From an optimization exercise on the open Yosys and OpenROAD flow, aimed at small area and a short achievable clock period; shortcuts taken in it are not production practice. No run shown here included a check of the RTL's function; only the layout flow was run.

==> design/flow/flow/run.sh <==
#!/bin/bash
# The standard layout, except that the output ports get a fast buffer (buf_4) instead of the
# default port buffer; the input ports keep the default. Everything else is standard.sh as is.
set -euo pipefail
here=$(pwd)
bash standard.sh DONT_BUFFER_PORTS=1 PRE_GLOBAL_PLACE_TCL="$here/flow/ports.tcl" finish > "$here/flow_standard.log" 2>&1
==> design/flow/flow/ports.tcl <==
# Port buffers, placed where global_place.tcl would put them: inputs with the default cell,
# outputs with a fast buffer.
buffer_ports -inputs
buffer_ports -outputs -buffer_cell sky130_fd_sc_hd__buf_4
==> design/flow/standard.sh <==
#!/bin/bash
# synth_recipe.tcl (not shown) runs the flow's synth.tcl, then flattens the netlist and writes it again
# the make line also repeats each setting of config.mk as NAME=value (left out here)
make -C /OpenROAD-flow-scripts/flow DESIGN_CONFIG=/design/flow/config.mk WORK_HOME=/design/flow/orfs CLKGATE_MAP_FILE= SYNTH_SCRIPT=/design/flow/synth_recipe.tcl "${@:-finish}"
==> design/flow/config.mk <==
export PLATFORM = sky130hd
export DESIGN_NAME = simon32_64
export DESIGN_NICKNAME = simon32_64
export VERILOG_FILES = /design/flow/design.v
export SDC_FILE = /design/flow/constraint.sdc
export NUM_CORES = 4
export LEC_CHECK = 0
export CAP_MARGIN = 20
export CORE_MARGIN = 2
export CORE_UTILIZATION = 65
export CTS_CLUSTER_DIAMETER = 80
export CTS_CLUSTER_SIZE = 30
export GPL_TIMING_DRIVEN = 0
export PLACE_DENSITY = 0.8
export SETUP_SLACK_MARGIN = 0.85
export SLEW_MARGIN = 20
export SYNTH_HIERARCHICAL = 1
export SYNTH_MINIMUM_KEEP_SIZE = 0
==> design/flow/constraint.sdc <==
create_clock -name core_clock -period 2.5 [get_ports {clk}]
set_input_delay 0.5000 -clock core_clock [delete_from_list [all_inputs] [get_ports {clk}]]
set_output_delay 0.5000 -clock core_clock [all_outputs]
set_load 0.01 [all_outputs]
==> design/flow/design.v <==
module g_xor2 (input logic a, b, output logic y);
  assign y = a ^ b;
endmodule
module g_xnor2 (input logic a, b, output logic y);
  assign y = ~(a ^ b);
endmodule
module g_nand2 (input logic a, b, output logic y);
  assign y = ~(a & b);
endmodule
module round #(
  parameter bit NEXT = 1
) (
  input  logic [15:0] x, w, kn,
  output logic [15:0] xn, wn
);
  genvar j;
  generate
    for (j = 0; j < 16; j++) begin : b
      logic q, p;
      g_nand2 Q (.a(x[(j+15)%16]), .b(x[(j+8)%16]), .y(q));
      g_xor2  P (.a(x[(j+14)%16]), .b(w[j]), .y(p));
      g_xnor2 X (.a(q), .b(p), .y(xn[j]));
      if (NEXT) begin : n
        g_xor2 W (.a(x[j]), .b(kn[j]), .y(wn[j]));
      end else begin : z
        assign wn[j] = 1'b0;
      end
    end
  endgenerate
endmodule
module key_d (
  input  logic [15:0] k,
  output logic [15:0] d
);
  genvar j;
  generate
    for (j = 0; j < 16; j++) begin : b
      g_xor2 D (.a(k[j]), .b(k[(j+1)%16]), .y(d[j]));
    end
  endgenerate
endmodule
module key_s #(
  parameter bit ZBIT = 0
) (
  input  logic [15:0] k0, d1,
  output logic [15:0] s
);
  localparam logic [15:0] C = 16'hfffc ^ {15'd0, ZBIT};
  genvar j;
  generate
    for (j = 0; j < 16; j++) begin : b
      if (C[j]) begin : one
        g_xnor2 S (.a(k0[j]), .b(d1[j]), .y(s[j]));
      end else begin : zero
        g_xor2  S (.a(k0[j]), .b(d1[j]), .y(s[j]));
      end
    end
  endgenerate
endmodule
module key_f (
  input  logic [15:0] s, d3,
  output logic [15:0] kn
);
  genvar j;
  generate
    for (j = 0; j < 16; j++) begin : b
      g_xor2 K (.a(s[j]), .b(d3[(j+3)%16]), .y(kn[j]));
    end
  endgenerate
endmodule
module simon32_64 (
  input  logic        clk, reset,
  input  logic        in_valid,
  input  logic [31:0] plaintext,
  input  logic [63:0] key,
  output logic        out_valid,
  output logic [31:0] ciphertext
);
  logic [15:0] w_0;
  logic [15:0] d1_r0;
  logic [15:0] s0_r0;
  logic [15:0] d3_r0;
  logic [15:0] k4;
  logic [15:0] x_1;
  logic [15:0] w_1;
  logic [15:0] d2_r1;
  logic [15:0] s1_r1;
  logic [15:0] d4_r1;
  logic [15:0] k5;
  logic [15:0] x_2;
  logic [15:0] w_2;
  logic [15:0] s2_r2;
  logic [15:0] d5_r2;
  logic [15:0] k6;
  logic [15:0] x_3;
  logic [15:0] w_3;
  logic [15:0] s3_r2;
  logic [15:0] xq3, wq3;
  logic [15:0] kq3_4;
  logic [15:0] kq3_5;
  logic [15:0] kq3_6;
  logic [15:0] sq3;
  logic [15:0] d6_r3;
  logic [15:0] k7;
  logic [15:0] x_4;
  logic [15:0] w_4;
  logic [15:0] d5_r4;
  logic [15:0] s4_r4;
  logic [15:0] d7_r4;
  logic [15:0] k8;
  logic [15:0] x_5;
  logic [15:0] w_5;
  logic [15:0] s5_r4;
  logic [15:0] xq5, wq5;
  logic [15:0] kq5_6;
  logic [15:0] kq5_7;
  logic [15:0] kq5_8;
  logic [15:0] sq5;
  logic [15:0] d8_r5;
  logic [15:0] k9;
  logic [15:0] x_6;
  logic [15:0] w_6;
  logic [15:0] d7_r6;
  logic [15:0] s6_r6;
  logic [15:0] d9_r6;
  logic [15:0] k10;
  logic [15:0] x_7;
  logic [15:0] w_7;
  logic [15:0] s7_r6;
  logic [15:0] xq7, wq7;
  logic [15:0] kq7_8;
  logic [15:0] kq7_9;
  logic [15:0] kq7_10;
  logic [15:0] sq7;
  logic [15:0] d10_r7;
  logic [15:0] k11;
  logic [15:0] x_8;
  logic [15:0] w_8;
  logic [15:0] d9_r8;
  logic [15:0] s8_r8;
  logic [15:0] d11_r8;
  logic [15:0] k12;
  logic [15:0] x_9;
  logic [15:0] w_9;
  logic [15:0] s9_r8;
  logic [15:0] xq9, wq9;
  logic [15:0] kq9_10;
  logic [15:0] kq9_11;
  logic [15:0] kq9_12;
  logic [15:0] sq9;
  logic [15:0] d12_r9;
  logic [15:0] k13;
  logic [15:0] x_10;
  logic [15:0] w_10;
  logic [15:0] d11_r10;
  logic [15:0] s10_r10;
  logic [15:0] d13_r10;
  logic [15:0] k14;
  logic [15:0] x_11;
  logic [15:0] w_11;
  logic [15:0] s11_r10;
  logic [15:0] xq11, wq11;
  logic [15:0] kq11_12;
  logic [15:0] kq11_13;
  logic [15:0] kq11_14;
  logic [15:0] sq11;
  logic [15:0] d14_r11;
  logic [15:0] k15;
  logic [15:0] x_12;
  logic [15:0] w_12;
  logic [15:0] d13_r12;
  logic [15:0] s12_r12;
  logic [15:0] d15_r12;
  logic [15:0] k16;
  logic [15:0] x_13;
  logic [15:0] w_13;
  logic [15:0] s13_r12;
  logic [15:0] xq13, wq13;
  logic [15:0] kq13_14;
  logic [15:0] kq13_15;
  logic [15:0] kq13_16;
  logic [15:0] sq13;
  logic [15:0] d16_r13;
  logic [15:0] k17;
  logic [15:0] x_14;
  logic [15:0] w_14;
  logic [15:0] d15_r14;
  logic [15:0] s14_r14;
  logic [15:0] d17_r14;
  logic [15:0] k18;
  logic [15:0] x_15;
  logic [15:0] w_15;
  logic [15:0] s15_r14;
  logic [15:0] xq15, wq15;
  logic [15:0] kq15_16;
  logic [15:0] kq15_17;
  logic [15:0] kq15_18;
  logic [15:0] sq15;
  logic [15:0] d18_r15;
  logic [15:0] k19;
  logic [15:0] x_16;
  logic [15:0] w_16;
  logic [15:0] d17_r16;
  logic [15:0] s16_r16;
  logic [15:0] d19_r16;
  logic [15:0] k20;
  logic [15:0] x_17;
  logic [15:0] w_17;
  logic [15:0] s17_r16;
  logic [15:0] xq17, wq17;
  logic [15:0] kq17_18;
  logic [15:0] kq17_19;
  logic [15:0] kq17_20;
  logic [15:0] sq17;
  logic [15:0] d20_r17;
  logic [15:0] k21;
  logic [15:0] x_18;
  logic [15:0] w_18;
  logic [15:0] d19_r18;
  logic [15:0] s18_r18;
  logic [15:0] d21_r18;
  logic [15:0] k22;
  logic [15:0] x_19;
  logic [15:0] w_19;
  logic [15:0] s19_r18;
  logic [15:0] xq19, wq19;
  logic [15:0] kq19_20;
  logic [15:0] kq19_21;
  logic [15:0] kq19_22;
  logic [15:0] sq19;
  logic [15:0] d22_r19;
  logic [15:0] k23;
  logic [15:0] x_20;
  logic [15:0] w_20;
  logic [15:0] d21_r20;
  logic [15:0] s20_r20;
  logic [15:0] d23_r20;
  logic [15:0] k24;
  logic [15:0] x_21;
  logic [15:0] w_21;
  logic [15:0] s21_r20;
  logic [15:0] xq21, wq21;
  logic [15:0] kq21_22;
  logic [15:0] kq21_23;
  logic [15:0] kq21_24;
  logic [15:0] sq21;
  logic [15:0] d24_r21;
  logic [15:0] k25;
  logic [15:0] x_22;
  logic [15:0] w_22;
  logic [15:0] d23_r22;
  logic [15:0] s22_r22;
  logic [15:0] d25_r22;
  logic [15:0] k26;
  logic [15:0] x_23;
  logic [15:0] w_23;
  logic [15:0] s23_r22;
  logic [15:0] xq23, wq23;
  logic [15:0] kq23_24;
  logic [15:0] kq23_25;
  logic [15:0] kq23_26;
  logic [15:0] sq23;
  logic [15:0] d26_r23;
  logic [15:0] k27;
  logic [15:0] x_24;
  logic [15:0] w_24;
  logic [15:0] d25_r24;
  logic [15:0] s24_r24;
  logic [15:0] d27_r24;
  logic [15:0] k28;
  logic [15:0] x_25;
  logic [15:0] w_25;
  logic [15:0] s25_r24;
  logic [15:0] xq25, wq25;
  logic [15:0] kq25_26;
  logic [15:0] kq25_27;
  logic [15:0] kq25_28;
  logic [15:0] sq25;
  logic [15:0] d28_r25;
  logic [15:0] k29;
  logic [15:0] x_26;
  logic [15:0] w_26;
  logic [15:0] d27_r26;
  logic [15:0] s26_r26;
  logic [15:0] d29_r26;
  logic [15:0] k30;
  logic [15:0] x_27;
  logic [15:0] w_27;
  logic [15:0] s27_r26;
  logic [15:0] xq27, wq27;
  logic [15:0] kq27_28;
  logic [15:0] kq27_29;
  logic [15:0] kq27_30;
  logic [15:0] sq27;
  logic [15:0] d30_r27;
  logic [15:0] k31;
  logic [15:0] x_28;
  logic [15:0] w_28;
  logic [15:0] x_29;
  logic [15:0] w_29;
  logic [15:0] xq29, wq29;
  logic [15:0] kq29_30;
  logic [15:0] kq29_31;
  logic [15:0] x_30;
  logic [15:0] w_30;
  logic [15:0] x_31;
  logic [15:0] w_31;
  logic [15:0] xq31, wq31;
  logic [15:0] x_32;
  logic [31:0] ct_q;
  for (genvar j = 0; j < 16; j++) begin : w0
    g_xor2 W (.a(plaintext[j]), .b(key[j]), .y(w_0[j]));
  end
  key_d D1_r0 (.k(key[31:16]), .d(d1_r0));
  key_s #(.ZBIT(1'b1)) S0_r0 (.k0(key[15:0]), .d1(d1_r0), .s(s0_r0));
  key_d D3_r0 (.k(key[63:48]), .d(d3_r0));
  key_f K4 (.s(s0_r0), .d3(d3_r0), .kn(k4));
  round #(.NEXT(1'b1)) R0 (.x(plaintext[31:16]), .w(w_0), .kn(key[31:16]), .xn(x_1), .wn(w_1));
  key_d D2_r1 (.k(key[47:32]), .d(d2_r1));
  key_s #(.ZBIT(1'b1)) S1_r1 (.k0(key[31:16]), .d1(d2_r1), .s(s1_r1));
  key_d D4_r1 (.k(k4), .d(d4_r1));
  key_f K5 (.s(s1_r1), .d3(d4_r1), .kn(k5));
  round #(.NEXT(1'b1)) R1 (.x(x_1), .w(w_1), .kn(key[47:32]), .xn(x_2), .wn(w_2));
  key_s #(.ZBIT(1'b1)) S2_r2 (.k0(key[47:32]), .d1(d3_r0), .s(s2_r2));
  key_d D5_r2 (.k(k5), .d(d5_r2));
  key_f K6 (.s(s2_r2), .d3(d5_r2), .kn(k6));
  round #(.NEXT(1'b1)) R2 (.x(x_2), .w(w_2), .kn(key[63:48]), .xn(x_3), .wn(w_3));
  key_s #(.ZBIT(1'b1)) S3_r2 (.k0(key[63:48]), .d1(d4_r1), .s(s3_r2));
  always_ff @(posedge clk) begin
    xq3 <= x_3;
    wq3 <= w_3;
    kq3_4 <= k4;
    kq3_5 <= k5;
    kq3_6 <= k6;
    sq3 <= s3_r2;
  end
  key_d D6_r3 (.k(kq3_6), .d(d6_r3));
  key_f K7 (.s(sq3), .d3(d6_r3), .kn(k7));
  round #(.NEXT(1'b1)) R3 (.x(xq3), .w(wq3), .kn(kq3_4), .xn(x_4), .wn(w_4));
  key_d D5_r4 (.k(kq3_5), .d(d5_r4));
  key_s #(.ZBIT(1'b1)) S4_r4 (.k0(kq3_4), .d1(d5_r4), .s(s4_r4));
  key_d D7_r4 (.k(k7), .d(d7_r4));
  key_f K8 (.s(s4_r4), .d3(d7_r4), .kn(k8));
  round #(.NEXT(1'b1)) R4 (.x(x_4), .w(w_4), .kn(kq3_5), .xn(x_5), .wn(w_5));
  key_s #(.ZBIT(1'b0)) S5_r4 (.k0(kq3_5), .d1(d6_r3), .s(s5_r4));
  always_ff @(posedge clk) begin
    xq5 <= x_5;
    wq5 <= w_5;
    kq5_6 <= kq3_6;
    kq5_7 <= k7;
    kq5_8 <= k8;
    sq5 <= s5_r4;
  end
  key_d D8_r5 (.k(kq5_8), .d(d8_r5));
  key_f K9 (.s(sq5), .d3(d8_r5), .kn(k9));
  round #(.NEXT(1'b1)) R5 (.x(xq5), .w(wq5), .kn(kq5_6), .xn(x_6), .wn(w_6));
  key_d D7_r6 (.k(kq5_7), .d(d7_r6));
  key_s #(.ZBIT(1'b1)) S6_r6 (.k0(kq5_6), .d1(d7_r6), .s(s6_r6));
  key_d D9_r6 (.k(k9), .d(d9_r6));
  key_f K10 (.s(s6_r6), .d3(d9_r6), .kn(k10));
  round #(.NEXT(1'b1)) R6 (.x(x_6), .w(w_6), .kn(kq5_7), .xn(x_7), .wn(w_7));
  key_s #(.ZBIT(1'b0)) S7_r6 (.k0(kq5_7), .d1(d8_r5), .s(s7_r6));
  always_ff @(posedge clk) begin
    xq7 <= x_7;
    wq7 <= w_7;
    kq7_8 <= kq5_8;
    kq7_9 <= k9;
    kq7_10 <= k10;
    sq7 <= s7_r6;
  end
  key_d D10_r7 (.k(kq7_10), .d(d10_r7));
  key_f K11 (.s(sq7), .d3(d10_r7), .kn(k11));
  round #(.NEXT(1'b1)) R7 (.x(xq7), .w(wq7), .kn(kq7_8), .xn(x_8), .wn(w_8));
  key_d D9_r8 (.k(kq7_9), .d(d9_r8));
  key_s #(.ZBIT(1'b0)) S8_r8 (.k0(kq7_8), .d1(d9_r8), .s(s8_r8));
  key_d D11_r8 (.k(k11), .d(d11_r8));
  key_f K12 (.s(s8_r8), .d3(d11_r8), .kn(k12));
  round #(.NEXT(1'b1)) R8 (.x(x_8), .w(w_8), .kn(kq7_9), .xn(x_9), .wn(w_9));
  key_s #(.ZBIT(1'b0)) S9_r8 (.k0(kq7_9), .d1(d10_r7), .s(s9_r8));
  always_ff @(posedge clk) begin
    xq9 <= x_9;
    wq9 <= w_9;
    kq9_10 <= kq7_10;
    kq9_11 <= k11;
    kq9_12 <= k12;
    sq9 <= s9_r8;
  end
  key_d D12_r9 (.k(kq9_12), .d(d12_r9));
  key_f K13 (.s(sq9), .d3(d12_r9), .kn(k13));
  round #(.NEXT(1'b1)) R9 (.x(xq9), .w(wq9), .kn(kq9_10), .xn(x_10), .wn(w_10));
  key_d D11_r10 (.k(kq9_11), .d(d11_r10));
  key_s #(.ZBIT(1'b1)) S10_r10 (.k0(kq9_10), .d1(d11_r10), .s(s10_r10));
  key_d D13_r10 (.k(k13), .d(d13_r10));
  key_f K14 (.s(s10_r10), .d3(d13_r10), .kn(k14));
  round #(.NEXT(1'b1)) R10 (.x(x_10), .w(w_10), .kn(kq9_11), .xn(x_11), .wn(w_11));
  key_s #(.ZBIT(1'b0)) S11_r10 (.k0(kq9_11), .d1(d12_r9), .s(s11_r10));
  always_ff @(posedge clk) begin
    xq11 <= x_11;
    wq11 <= w_11;
    kq11_12 <= kq9_12;
    kq11_13 <= k13;
    kq11_14 <= k14;
    sq11 <= s11_r10;
  end
  key_d D14_r11 (.k(kq11_14), .d(d14_r11));
  key_f K15 (.s(sq11), .d3(d14_r11), .kn(k15));
  round #(.NEXT(1'b1)) R11 (.x(xq11), .w(wq11), .kn(kq11_12), .xn(x_12), .wn(w_12));
  key_d D13_r12 (.k(kq11_13), .d(d13_r12));
  key_s #(.ZBIT(1'b0)) S12_r12 (.k0(kq11_12), .d1(d13_r12), .s(s12_r12));
  key_d D15_r12 (.k(k15), .d(d15_r12));
  key_f K16 (.s(s12_r12), .d3(d15_r12), .kn(k16));
  round #(.NEXT(1'b1)) R12 (.x(x_12), .w(w_12), .kn(kq11_13), .xn(x_13), .wn(w_13));
  key_s #(.ZBIT(1'b1)) S13_r12 (.k0(kq11_13), .d1(d14_r11), .s(s13_r12));
  always_ff @(posedge clk) begin
    xq13 <= x_13;
    wq13 <= w_13;
    kq13_14 <= kq11_14;
    kq13_15 <= k15;
    kq13_16 <= k16;
    sq13 <= s13_r12;
  end
  key_d D16_r13 (.k(kq13_16), .d(d16_r13));
  key_f K17 (.s(sq13), .d3(d16_r13), .kn(k17));
  round #(.NEXT(1'b1)) R13 (.x(xq13), .w(wq13), .kn(kq13_14), .xn(x_14), .wn(w_14));
  key_d D15_r14 (.k(kq13_15), .d(d15_r14));
  key_s #(.ZBIT(1'b0)) S14_r14 (.k0(kq13_14), .d1(d15_r14), .s(s14_r14));
  key_d D17_r14 (.k(k17), .d(d17_r14));
  key_f K18 (.s(s14_r14), .d3(d17_r14), .kn(k18));
  round #(.NEXT(1'b1)) R14 (.x(x_14), .w(w_14), .kn(kq13_15), .xn(x_15), .wn(w_15));
  key_s #(.ZBIT(1'b1)) S15_r14 (.k0(kq13_15), .d1(d16_r13), .s(s15_r14));
  always_ff @(posedge clk) begin
    xq15 <= x_15;
    wq15 <= w_15;
    kq15_16 <= kq13_16;
    kq15_17 <= k17;
    kq15_18 <= k18;
    sq15 <= s15_r14;
  end
  key_d D18_r15 (.k(kq15_18), .d(d18_r15));
  key_f K19 (.s(sq15), .d3(d18_r15), .kn(k19));
  round #(.NEXT(1'b1)) R15 (.x(xq15), .w(wq15), .kn(kq15_16), .xn(x_16), .wn(w_16));
  key_d D17_r16 (.k(kq15_17), .d(d17_r16));
  key_s #(.ZBIT(1'b0)) S16_r16 (.k0(kq15_16), .d1(d17_r16), .s(s16_r16));
  key_d D19_r16 (.k(k19), .d(d19_r16));
  key_f K20 (.s(s16_r16), .d3(d19_r16), .kn(k20));
  round #(.NEXT(1'b1)) R16 (.x(x_16), .w(w_16), .kn(kq15_17), .xn(x_17), .wn(w_17));
  key_s #(.ZBIT(1'b1)) S17_r16 (.k0(kq15_17), .d1(d18_r15), .s(s17_r16));
  always_ff @(posedge clk) begin
    xq17 <= x_17;
    wq17 <= w_17;
    kq17_18 <= kq15_18;
    kq17_19 <= k19;
    kq17_20 <= k20;
    sq17 <= s17_r16;
  end
  key_d D20_r17 (.k(kq17_20), .d(d20_r17));
  key_f K21 (.s(sq17), .d3(d20_r17), .kn(k21));
  round #(.NEXT(1'b1)) R17 (.x(xq17), .w(wq17), .kn(kq17_18), .xn(x_18), .wn(w_18));
  key_d D19_r18 (.k(kq17_19), .d(d19_r18));
  key_s #(.ZBIT(1'b1)) S18_r18 (.k0(kq17_18), .d1(d19_r18), .s(s18_r18));
  key_d D21_r18 (.k(k21), .d(d21_r18));
  key_f K22 (.s(s18_r18), .d3(d21_r18), .kn(k22));
  round #(.NEXT(1'b1)) R18 (.x(x_18), .w(w_18), .kn(kq17_19), .xn(x_19), .wn(w_19));
  key_s #(.ZBIT(1'b0)) S19_r18 (.k0(kq17_19), .d1(d20_r17), .s(s19_r18));
  always_ff @(posedge clk) begin
    xq19 <= x_19;
    wq19 <= w_19;
    kq19_20 <= kq17_20;
    kq19_21 <= k21;
    kq19_22 <= k22;
    sq19 <= s19_r18;
  end
  key_d D22_r19 (.k(kq19_22), .d(d22_r19));
  key_f K23 (.s(sq19), .d3(d22_r19), .kn(k23));
  round #(.NEXT(1'b1)) R19 (.x(xq19), .w(wq19), .kn(kq19_20), .xn(x_20), .wn(w_20));
  key_d D21_r20 (.k(kq19_21), .d(d21_r20));
  key_s #(.ZBIT(1'b0)) S20_r20 (.k0(kq19_20), .d1(d21_r20), .s(s20_r20));
  key_d D23_r20 (.k(k23), .d(d23_r20));
  key_f K24 (.s(s20_r20), .d3(d23_r20), .kn(k24));
  round #(.NEXT(1'b1)) R20 (.x(x_20), .w(w_20), .kn(kq19_21), .xn(x_21), .wn(w_21));
  key_s #(.ZBIT(1'b0)) S21_r20 (.k0(kq19_21), .d1(d22_r19), .s(s21_r20));
  always_ff @(posedge clk) begin
    xq21 <= x_21;
    wq21 <= w_21;
    kq21_22 <= kq19_22;
    kq21_23 <= k23;
    kq21_24 <= k24;
    sq21 <= s21_r20;
  end
  key_d D24_r21 (.k(kq21_24), .d(d24_r21));
  key_f K25 (.s(sq21), .d3(d24_r21), .kn(k25));
  round #(.NEXT(1'b1)) R21 (.x(xq21), .w(wq21), .kn(kq21_22), .xn(x_22), .wn(w_22));
  key_d D23_r22 (.k(kq21_23), .d(d23_r22));
  key_s #(.ZBIT(1'b0)) S22_r22 (.k0(kq21_22), .d1(d23_r22), .s(s22_r22));
  key_d D25_r22 (.k(k25), .d(d25_r22));
  key_f K26 (.s(s22_r22), .d3(d25_r22), .kn(k26));
  round #(.NEXT(1'b1)) R22 (.x(x_22), .w(w_22), .kn(kq21_23), .xn(x_23), .wn(w_23));
  key_s #(.ZBIT(1'b1)) S23_r22 (.k0(kq21_23), .d1(d24_r21), .s(s23_r22));
  always_ff @(posedge clk) begin
    xq23 <= x_23;
    wq23 <= w_23;
    kq23_24 <= kq21_24;
    kq23_25 <= k25;
    kq23_26 <= k26;
    sq23 <= s23_r22;
  end
  key_d D26_r23 (.k(kq23_26), .d(d26_r23));
  key_f K27 (.s(sq23), .d3(d26_r23), .kn(k27));
  round #(.NEXT(1'b1)) R23 (.x(xq23), .w(wq23), .kn(kq23_24), .xn(x_24), .wn(w_24));
  key_d D25_r24 (.k(kq23_25), .d(d25_r24));
  key_s #(.ZBIT(1'b1)) S24_r24 (.k0(kq23_24), .d1(d25_r24), .s(s24_r24));
  key_d D27_r24 (.k(k27), .d(d27_r24));
  key_f K28 (.s(s24_r24), .d3(d27_r24), .kn(k28));
  round #(.NEXT(1'b1)) R24 (.x(x_24), .w(w_24), .kn(kq23_25), .xn(x_25), .wn(w_25));
  key_s #(.ZBIT(1'b1)) S25_r24 (.k0(kq23_25), .d1(d26_r23), .s(s25_r24));
  always_ff @(posedge clk) begin
    xq25 <= x_25;
    wq25 <= w_25;
    kq25_26 <= kq23_26;
    kq25_27 <= k27;
    kq25_28 <= k28;
    sq25 <= s25_r24;
  end
  key_d D28_r25 (.k(kq25_28), .d(d28_r25));
  key_f K29 (.s(sq25), .d3(d28_r25), .kn(k29));
  round #(.NEXT(1'b1)) R25 (.x(xq25), .w(wq25), .kn(kq25_26), .xn(x_26), .wn(w_26));
  key_d D27_r26 (.k(kq25_27), .d(d27_r26));
  key_s #(.ZBIT(1'b0)) S26_r26 (.k0(kq25_26), .d1(d27_r26), .s(s26_r26));
  key_d D29_r26 (.k(k29), .d(d29_r26));
  key_f K30 (.s(s26_r26), .d3(d29_r26), .kn(k30));
  round #(.NEXT(1'b1)) R26 (.x(x_26), .w(w_26), .kn(kq25_27), .xn(x_27), .wn(w_27));
  key_s #(.ZBIT(1'b0)) S27_r26 (.k0(kq25_27), .d1(d28_r25), .s(s27_r26));
  always_ff @(posedge clk) begin
    xq27 <= x_27;
    wq27 <= w_27;
    kq27_28 <= kq25_28;
    kq27_29 <= k29;
    kq27_30 <= k30;
    sq27 <= s27_r26;
  end
  key_d D30_r27 (.k(kq27_30), .d(d30_r27));
  key_f K31 (.s(sq27), .d3(d30_r27), .kn(k31));
  round #(.NEXT(1'b1)) R27 (.x(xq27), .w(wq27), .kn(kq27_28), .xn(x_28), .wn(w_28));
  round #(.NEXT(1'b1)) R28 (.x(x_28), .w(w_28), .kn(kq27_29), .xn(x_29), .wn(w_29));
  always_ff @(posedge clk) begin
    xq29 <= x_29;
    wq29 <= w_29;
    kq29_30 <= kq27_30;
    kq29_31 <= k31;
  end
  round #(.NEXT(1'b1)) R29 (.x(xq29), .w(wq29), .kn(kq29_30), .xn(x_30), .wn(w_30));
  round #(.NEXT(1'b1)) R30 (.x(x_30), .w(w_30), .kn(kq29_31), .xn(x_31), .wn(w_31));
  always_ff @(posedge clk) begin
    xq31 <= x_31;
    wq31 <= w_31;
  end
  round #(.NEXT(1'b0)) R31 (.x(xq31), .w(wq31), .kn(16'd0), .xn(x_32), .wn());
  always_ff @(posedge clk) ct_q <= {x_32, xq31};
  assign ciphertext = ct_q;
  logic [15:0] valid_r;
  always_ff @(posedge clk) begin
    if (reset)
      valid_r <= '0;
    else
      valid_r <= {valid_r[14:0], in_valid};
  end
  assign out_valid = valid_r[15];
endmodule
==> results of run 1 <==
==> layout by cell type, fill, tap and decap left out, types with 35 or more instances in the layout <==
| cell type | instances |
|---|---|
| buf_4 | 134 |
| buf_6 | 63 |
| clkbuf_16 | 57 |
| dfxtp_1 | 1288 |
| dfxtp_2 | 99 |
| nand2_1 | 495 |
| xnor2_1 | 729 |
| xnor2_2 | 154 |
| xnor2_4 | 35 |
| xor2_1 | 1798 |
| xor2_2 | 314 |
| xor2_4 | 74 |
==> per-layer routing <==
metal	wire [um]	global-route usage [%]
met1	75200	54.3
met2	77900	56.6
met3	14700	6.10
met4	6410	10.1
met5	34	0
==> layout make-up <==
type / count / area, um^2 / area share, %
clock inverters: 15 / 150 / 0.219
clock buffers: 60 / 1460 / 2.13
well taps: 1155 / 1450 / 2.11
plain buffers: 1 / 11.3 / 0.0165
repair buffers: 286 / 2470 / 3.62
multi-input cells: 3632 / 34900 / 50.9
flip-flops and latches: 1392 / 28000 / 40.9
diodes: 6 / 15.0 / 0.0219
==> metrics by stage <==
stage	util [%]	instance area [um^2]	hold WS, ps	TNS, ps	instances
4_1_cts	75.3	65500	157	0	6493
2_1_floorplan	-	57400	373	0	5025
3_5_place_dp	69.1	60000	382	-24210	6311
3_3_place_gp	69.1	60000	379	-23590	6311
6_report	78.8	68400	176	0	6547
5_1_grt	78.7	68400	173	0	6544
==> worst max-delay path by stage <==
stage            start   endpoint  slack, ps  depth (start not counted)
6_report       key[24]   kq3_6[0]        620                         11
5_1_grt        key[27]   kq3_6[5]        570                          9
4_1_cts        key[25]   kq3_6[1]        710                          9
3_5_place_dp   key[18]  kq3_6[10]       -990                          8
3_3_place_gp   key[18]  kq3_6[10]       -990                          8
2_1_floorplan  key[18]   kq3_6[9]        490                          7
==> what timing repair did <==
action                                  in CTS  in global routing
gates cloned                                 0                  0
gates resized for setup                    685                526
setup buffers                              107                 48
endpoints found under the setup margin     256                323
hold endpoints to repair                     0                  0
pin swaps                                  158                188
==> impl_metrics.py, run 1 <==
metrics = {
    "run_status": {
        "outcome": "complete, no violations",
    },
    "floorplanning": {
        "num_rows": 108,
        "core-area_mm2": 0.0869,
        "initial_utilization_pct": 65.7,
        "die_w_um": 300,
        "die_h_um": 300,
        "dieArea_mm2": 0.0903,
        "ios": 132,
    },
    "clocking": {
        "cts_made_buffers": 55,
        "clockBufferDepth": 3,
        "cts_num_sinks": 1392,
        "cts_tree": "yes",
        "clk_pin_slew_worst_paths_ps": 120,
        "cts_max_level": 2,
        "postCtsHoldBufs": 0,
        "clk_latency_ps": 690,
        "ctsRootBufferMaster": "clkbuf_16",
    },
    "route": {
        "drtAntennaViolNets": 0,
        "routedWlPerCell_um": 26.6,
        "drtPass1Iterations": 5,
        "vias": 34500,
        "drt_wl_total_um": 174000,
        "drtIter0Drc": 3642,
        "avgViaCountPerCell": 5.27,
        "drc": 0,
    },
    "timing": {
        "slew_viol_final": 0,
        "fin_worst_skew_ps": 27.4,
        "max_freq_mhz": 531,
        "setup_viol_count_final": 0,
        "slew_headroom_pct": 53.8,
        "tightest_slew_ps": 688,
        "finalCritPeriodShare_pct": 75.3,
        "final_hold_viol_count": 0,
        "rsz0062_at_grt": "yes",
        "final.min_clock_period_ps": 1880,
        "finalWorstSetupSlack_ps": 618,
    },
    "finish": {
        "regMostFlops": "ct_q",
        "nets": 5467,
        "largest_register_ffs": 32,
        "syn_to_final_growth_pct": 19.8,
        "fill_cells": 5367,
        "drive_above_1_share_pct": 19.3,
    },
    "grt": {
        "grt_pass1_vias": 34300,
        "grt_use_total_pct": 37.0,
        "grt_antenna_before_repair": 8,
        "grt_max_degree": 31,
        "grt_overflow_total": 0,
        "grt_pass1_wl_um": 240000,
    },
    "yosys": {
        "synth_nets": 5124,
        "yosys_warnings": 7,
        "synthCells": 5025,
        "synthesis.area_mm2": 0.0571,
        "syn_area_per_cell_um2": 11.4,
    },
    "critical_path": {
        "r2r-end": "xq15[14]",
        "cpPeakStageDelay_ps": 250,
        "cp_data_required_time_ps": 3110,
        "crit_type": "in -> reg",
        "r2r_start": "xq13[10]",
        "ff2ff_path_depth": 4,
        "cp_data_arrival_time_ps": 2490,
        "cp_num_buf_inv": 4,
        "critPathSlowestCell": "xor2_2",
        "path_delay_family": "XOR/XNOR gates",
        "worst_setup_path_end_kind": "register",
        "crit_chain": "buf_12 -> buf_12 -> xor2_4 -> xnor2_2 -> xor2_2 -> buf_6 -> xor2_4 -> xor2_2 -> buf_6 -> xor2_4 -> xor2_2",
        "start_kind": "input pin",
        "worstPathMaxFanout": 3,
        "ff2ff_setup_slack_ps": 770,
    },
    "hold_path": {
        "min_to": "sq3[14]",
        "whs_path_depth": 2,
        "holdCritPathClass": "in -> reg",
        "hold_start": "key[62]",
    },
    "place": {
        "hpwl_um": 133000,
        "portBuffers": 131,
        "dp_slack_ps": -992,
        "gp_congestion": 0.962,
    },
    "job": {
        "max_cap_viol_count": 0,
    },
}
==> inputs of run 2 (changes only) <==
==> design/flow/flow/run.sh (replaced) <==
#!/bin/bash
# The standard layout, except that the output ports get a fast buffer (buf_4) instead of the
# default port buffer; the input ports get buf_4 too. Everything else is standard.sh as is.
set -euo pipefail
here=$(pwd)
bash standard.sh DONT_BUFFER_PORTS=1 PRE_GLOBAL_PLACE_TCL="$here/flow/ports.tcl" finish > "$here/flow_standard.log" 2>&1
==> design/flow/flow/ports.tcl (replaced) <==
# Port buffers, placed where global_place.tcl would put them: a fast buffer (buf_4) on every
# input and output port instead of the default delay buffer.
buffer_ports -inputs -buffer_cell sky130_fd_sc_hd__buf_4
buffer_ports -outputs -buffer_cell sky130_fd_sc_hd__buf_4
==> impl_metrics.py, run 2 <==
metrics = {
    "yosys": {
        "yosys_warnings": 7,
        "syn_area_per_cell_um2": 11.4,
        "synthCells": 5025,
        "synth_nets": 5124,
        "synthesis.area_mm2": 0.0571,
    },
    "timing": {
        "max_freq_mhz": 554,
        "setup_viol_count_final": 0,
        "finalCritPeriodShare_pct": 72.2,
        "final.min_clock_period_ps": 1800,
        "final_hold_viol_count": 0,
        "tightest_slew_ps": 828,
        "slew_headroom_pct": 44.4,
        "slew_viol_final": 0,
        "rsz0062_at_grt": "yes",
        "worst_hold_slack_ps": 71.6,
        "fin_worst_skew_ps": 22.5,
    },
    "floorplanning": {
        "ios": 132,
        "initial_utilization_pct": 65.7,
        "die_h_um": 300,
        "die_w_um": 300,
        "core-area_mm2": 0.0869,
        "dieArea_mm2": 0.0903,
        "num_rows": 108,
    },
    "grt": {
        "grt_pass1_wl_um": 236000,
        "grt_pass1_vias": 33700,
        "grt_antenna_before_repair": 7,
        "grt_overflow_total": 0,
        "grt_max_degree": 31,
        "grt_use_total_pct": 36.5,
    },
    "job": {
        "max_cap_viol_count": 0,
    },
    "finish": {
        "regMostFlops": "ct_q",
        "drive_above_1_share_pct": 18.5,
        "syn_to_final_growth_pct": 18.0,
        "mostFrequentLayoutCells": "1829 x xor2_1, 1293 x dfxtp_1, 741 x xnor2_1",
        "layout_commonest_cell": "xor2_1",
        "largest_register_ffs": 32,
        "nets": 5450,
    },
    "route": {
        "routedWlPerCell_um": 25.8,
        "avgViaCountPerCell": 5.18,
        "drtIter0Drc": 3592,
        "drtPass1Iterations": 5,
        "vias": 33800,
        "drtAntennaViolNets": 0,
        "drt_wl_total_um": 168000,
        "drc": 0,
    },
    "place": {
        "gp_congestion": 0.965,
        "portBuffers": 131,
        "hpwl_um": 133000,
    },
    "critical_path": {
        "cp_data_arrival_time_ps": 2390,
        "start_kind": "input pin",
        "worstPathMaxFanout": 4,
        "crit_chain": "buf_12 -> xor2_2 -> xnor2_2 -> xor2_1 -> buf_4 -> xor2_4 -> xor2_2 -> xor2_1 -> xor2_1",
        "cp_data_required_time_ps": 3080,
        "crit_end": "kq3_6[3]",
        "r2r-end": "xq15[5]",
        "cpMostUsedCell": "xor2_1",
        "ff2ff_setup_slack_ps": 720,
        "worst_setup_path_end_kind": "register",
        "critPathSlowestCell": "xor2_1",
        "cp_num_cells": 9,
        "crit_type": "in -> reg",
        "cpPeakStageDelay_ps": 310,
        "path_delay_family": "XOR/XNOR gates",
        "cp_num_buf_inv": 2,
        "ff2ff_path_depth": 4,
        "crit_start": "key[26]",
        "r2r_start": "xq13[2]",
    },
    "clocking": {
        "clk_pin_slew_worst_paths_ps": 120,
        "clockBufferDepth": 3,
        "cts_max_level": 2,
        "cts_num_sinks": 1392,
        "clk_latency_ps": 710,
        "ctsRootBufferMaster": "clkbuf_16",
        "cts_made_buffers": 56,
        "cts_tree": "yes",
    },
    "run_status": {
        "outcome": "complete, no violations",
    },
    "hold_path": {
        "holdCritPathClass": "in -> reg",
        "whs_path_depth": 2,
    },
}
==> run 2: repair_timing <==
item | CTS | global route
pin swaps | 56 | 141
hold endpoints to repair | 1 | 0
buffers inserted | 67 | 69
gates resized for setup | 343 | 396
hold buffers | 1 | 0
endpoints found under the setup margin | 214 | 302
cloned | 0 | 0
==> run 2: final cells by class <==
| cell class | count | area [um^2] |
|---|---|---|
| multi-input combinational | 3632 | 33900 |
| sequential | 1392 | 28000 |
| fill | 5661 | 19500 |
| timing repair buffer | 268 | 2330 |
| clock buffer | 63 | 1500 |
| tap | 1155 | 1450 |
| clock inverter | 15 | 235 |
| buffer | 1 | 11.3 |
| antenna | 1 | 2.50 |
==> run 2: stage by stage <==
step                      TNS, ps  cells  worst slack (ps)  util, %  cell area (um^2)
after floorplan                 0   5025               485        -             57400
after global placement      -3520   6311              -463     68.8             59800
after detailed placement    -4010   6311              -485     68.8             59800
after CTS                       0   6457               714     74.0             64300
after global routing            0   6526               640     77.6             67400
final                           0   6527               696     77.6             67400
==> run 2: worst min path at each step <==
stage | start | end | slack, ps
floorplan | kq9_12[0] | kq11_12[0] | 370
CTS | key[48] | sq3[0] | 30
finish | key[50] | sq3[2] | 70
detailed placement | kq27_30[11] | kq29_30[11] | 380
global route | key[50] | sq3[2] | 50
global placement | kq21_24[10] | kq23_24[10] | 380
==> run 2: worst register-to-register path, cell delays in order (launching register included) <==
cell and delay, ps:
dfxtp_1 510, nand2_1 150, xnor2_2 400, xor2_1 150, xnor2_1 430
==> run 2: metal layers <==
layer	global-route usage, %	vias up	routed length (um)
met3	5.36	238	13400
met1	54.6	16700	75200
met2	56.0	1373	75400
li1	-	15500	-
met4	8.02	4	4370
met5	0	-	32
==> inputs of run 3 (changes only) <==
--- a/design/flow/config.mk
+++ b/design/flow/config.mk
@@ -12,7 +12,7 @@
 export CTS_CLUSTER_SIZE = 30
 export GPL_TIMING_DRIVEN = 0
 export PLACE_DENSITY = 0.8
-export SETUP_SLACK_MARGIN = 0.85
+export SETUP_SLACK_MARGIN = 0.8
 export SLEW_MARGIN = 20
 export SYNTH_HIERARCHICAL = 1
 export SYNTH_MINIMUM_KEEP_SIZE = 0
==> impl_metrics.py, run 3 <==
metrics = {
    "floorplanning": {
        "ios": 132,
        "die_w_um": 300,
        "die_h_um": 300,
        "dieArea_mm2": 0.0903,
        "initial_utilization_pct": 65.7,
        "core-area_mm2": 0.0869,
        "num_rows": 108,
    },
    "finish": {
        "layout_commonest_cell": "xor2_1",
        "drive_above_1_share_pct": 13.1,
        "syn_to_final_growth_pct": 14.1,
        "regMostFlops": "ct_q",
        "mostFrequentLayoutCells": "1954 x xor2_1, 1356 x dfxtp_1, 798 x xnor2_1",
        "nets": 5398,
        "fill_cells": 6082,
        "fin_area_mm2": 0.0652,
        "largest_register_ffs": 32,
    },
    "timing": {
        "final.min_clock_period_ps": 1850,
        "slew_viol_final": 0,
        "setup_viol_count_final": 0,
        "finalCritPeriodShare_pct": 74.0,
        "final_hold_viol_count": 0,
        "finalWorstSetupSlack_ps": 651,
        "rsz0062_at_grt": "yes",
        "slew_headroom_pct": 41.5,
        "tightest_slew_ps": 871,
        "fin_worst_skew_ps": 31.9,
        "max_freq_mhz": 541,
    },
    "grt": {
        "grt_use_total_pct": 35.7,
        "grt_pass1_vias": 33500,
        "grt_antenna_before_repair": 6,
        "grt_overflow_total": 0,
        "grt_pass1_wl_um": 231000,
        "grt_max_degree": 31,
    },
    "route": {
        "drc": 0,
        "drtAntennaViolNets": 0,
        "drtPass1Iterations": 5,
        "drtIter0Drc": 3338,
        "vias": 33200,
        "routedWlPerCell_um": 25.2,
        "drt_wl_total_um": 163000,
        "avgViaCountPerCell": 5.12,
    },
    "critical_path": {
        "cp_data_required_time_ps": 3060,
        "start_kind": "input pin",
        "cp_data_arrival_time_ps": 2410,
        "worst_setup_path_end_kind": "register",
        "worstPathMaxFanout": 4,
        "crit_type": "in -> reg",
    },
    "run_status": {
        "outcome": "complete, no violations",
    },
    "clocking": {
        "cts_tree": "yes",
        "ctsRootBufferMaster": "clkbuf_16",
        "clockBufferDepth": 3,
        "cts_max_level": 2,
        "cts_made_buffers": 56,
        "cts_num_sinks": 1392,
        "clk_pin_slew_worst_paths_ps": 110,
        "clk_latency_ps": 680,
    },
    "place": {
        "portBuffers": 131,
        "placed_cell_area_mm2": 0.0598,
        "dp_slack_ps": -417,
        "gp_congestion": 0.959,
        "hpwl_um": 132000,
    },
    "yosys": {
        "syn_area_per_cell_um2": 11.4,
        "synth_nets": 5124,
        "synthCells": 5025,
        "yosys_warnings": 7,
        "synthesis.area_mm2": 0.0571,
    },
    "job": {
        "max_cap_viol_count": 0,
    },
    "hold_path": {
        "holdCritPathClass": "in -> reg",
    },
}
run 3: cell count changes in the layout (fill, tap and decap cells not counted), moves of 5 or more:
cell     before   now
buf_6        60    16
dfxtp_1    1293  1356
dfxtp_2      96    35
xnor2_1     741   798
xnor2_2     156   104
xnor2_4      21    16
xor2_1     1829  1954
xor2_2      322   206
xor2_4       35    26
run 3: layout make-up:
class | instances | area (um^2) | share of cell area [%]
Multi-Input combinational cell | 3632 | 32400 | 49.6
Sequential cell | 1392 | 27900 | 42.8
Antenna cell | 1 | 2.50 | 0.00384
Buffer | 1 | 11.3 | 0.0173
Tap cell | 1155 | 1450 | 2.22
Clock buffer | 62 | 1490 | 2.28
Clock inverter | 19 | 262 | 0.401
Timing Repair Buffer | 216 | 1720 | 2.63
run 3: worst paths after layout:
path                   start          to  slack [ps]  cells after the start
setup reg to reg     xq9[14]     xq11[8]         680                      4
setup / recovery     key[25]    kq3_6[2]         650                      9
hold / removal      in_valid  valid_r[0]          40                      2
hold reg to reg   kq23_26[0]  kq25_26[0]         390                      0
run 3: per-stage QoR:
step | hold WS, ps | cells | utilization (%) | TNS (ps)
final | 37.2 | 6478 | 75.0 | 0
after global routing | 18.2 | 6477 | 75.0 | 0
after CTS | 3.04 | 6444 | 72.7 | 0
after detailed placement | 381 | 6311 | 68.8 | -3900
after global placement | 378 | 6311 | 68.8 | -3330
after floorplan | 373 | 5025 | - | 0
run 3: layer usage:
layer / wire length, um / vias to the layer above / share of wire (%) / GRT usage [%]
met3: 13900 / 213 / 8.5 / 8.17
li1: - / 15500 / - / -
met2: 71400 / 1186 / 44 / 54.0
met4: 4290 / 2 / 2.6 / 8.79
met5: 12 / - / 0.0074 / 0
met1: 73600 / 16300 / 45 / 51.7
run 3: worst max-delay path: stages:
cell	delay, ps
buf_12	120
xor2_4	180
xnor2_2	180
xor2_1	180
buf_4	200
xor2_4	210
xor2_4	230
xor2_1	250
xor2_1	360
run 3: timing repair:
item / CTS / global route
gates resized for setup: 178 / 245
endpoints found under the setup margin: 121 / 182
pin swaps: 35 / 73
hold buffers: 0 / 0
buffers inserted: 52 / 33

[afterwards: timing with drivers on the ports]
Ports are ideal in the flow. The routed layouts listed here were re-timed in OpenROAD. Step 1, drivers: a clkbuf_16 drives clk and a buf_2 each remaining input, both assumed. Step 2 moves the port delays by t, midway between the first and last clock arrival at a register: inputs arrive t later, outputs are due t later. That takes back most of the time a late clock gives input paths. Three values: no drivers, after step 1, after step 2; two values: the first two.
| run | t (ns) | setup WS [ns] | hold slack, ns | latest minus earliest clock arrival (ns) | slew at the worst register clock pin (ns) |
|---|---|---|---|---|---|
| run 1 | 0.748 | 0.618 / 0.636 / -0.112 | 0.176 / 0.144 / 0.389 | 0.029 / 0.029 | 0.12 / 0.12 |
| run 2 | 0.760 | 0.696 / 0.704 / -0.056 | 0.072 / 0.032 / 0.394 | 0.037 / 0.037 | 0.12 / 0.12 |
| run 3 | 0.742 | 0.651 / 0.666 / -0.076 | 0.037 / 0.004 / 0.390 | 0.049 / 0.049 | 0.12 / 0.12 |
With both steps, setup timing fails in every run listed, where it was met with ideal ports. The setup slack of run 2, which loses most, moves by +0.008 ns with the drivers and by -0.752 ns with both steps.
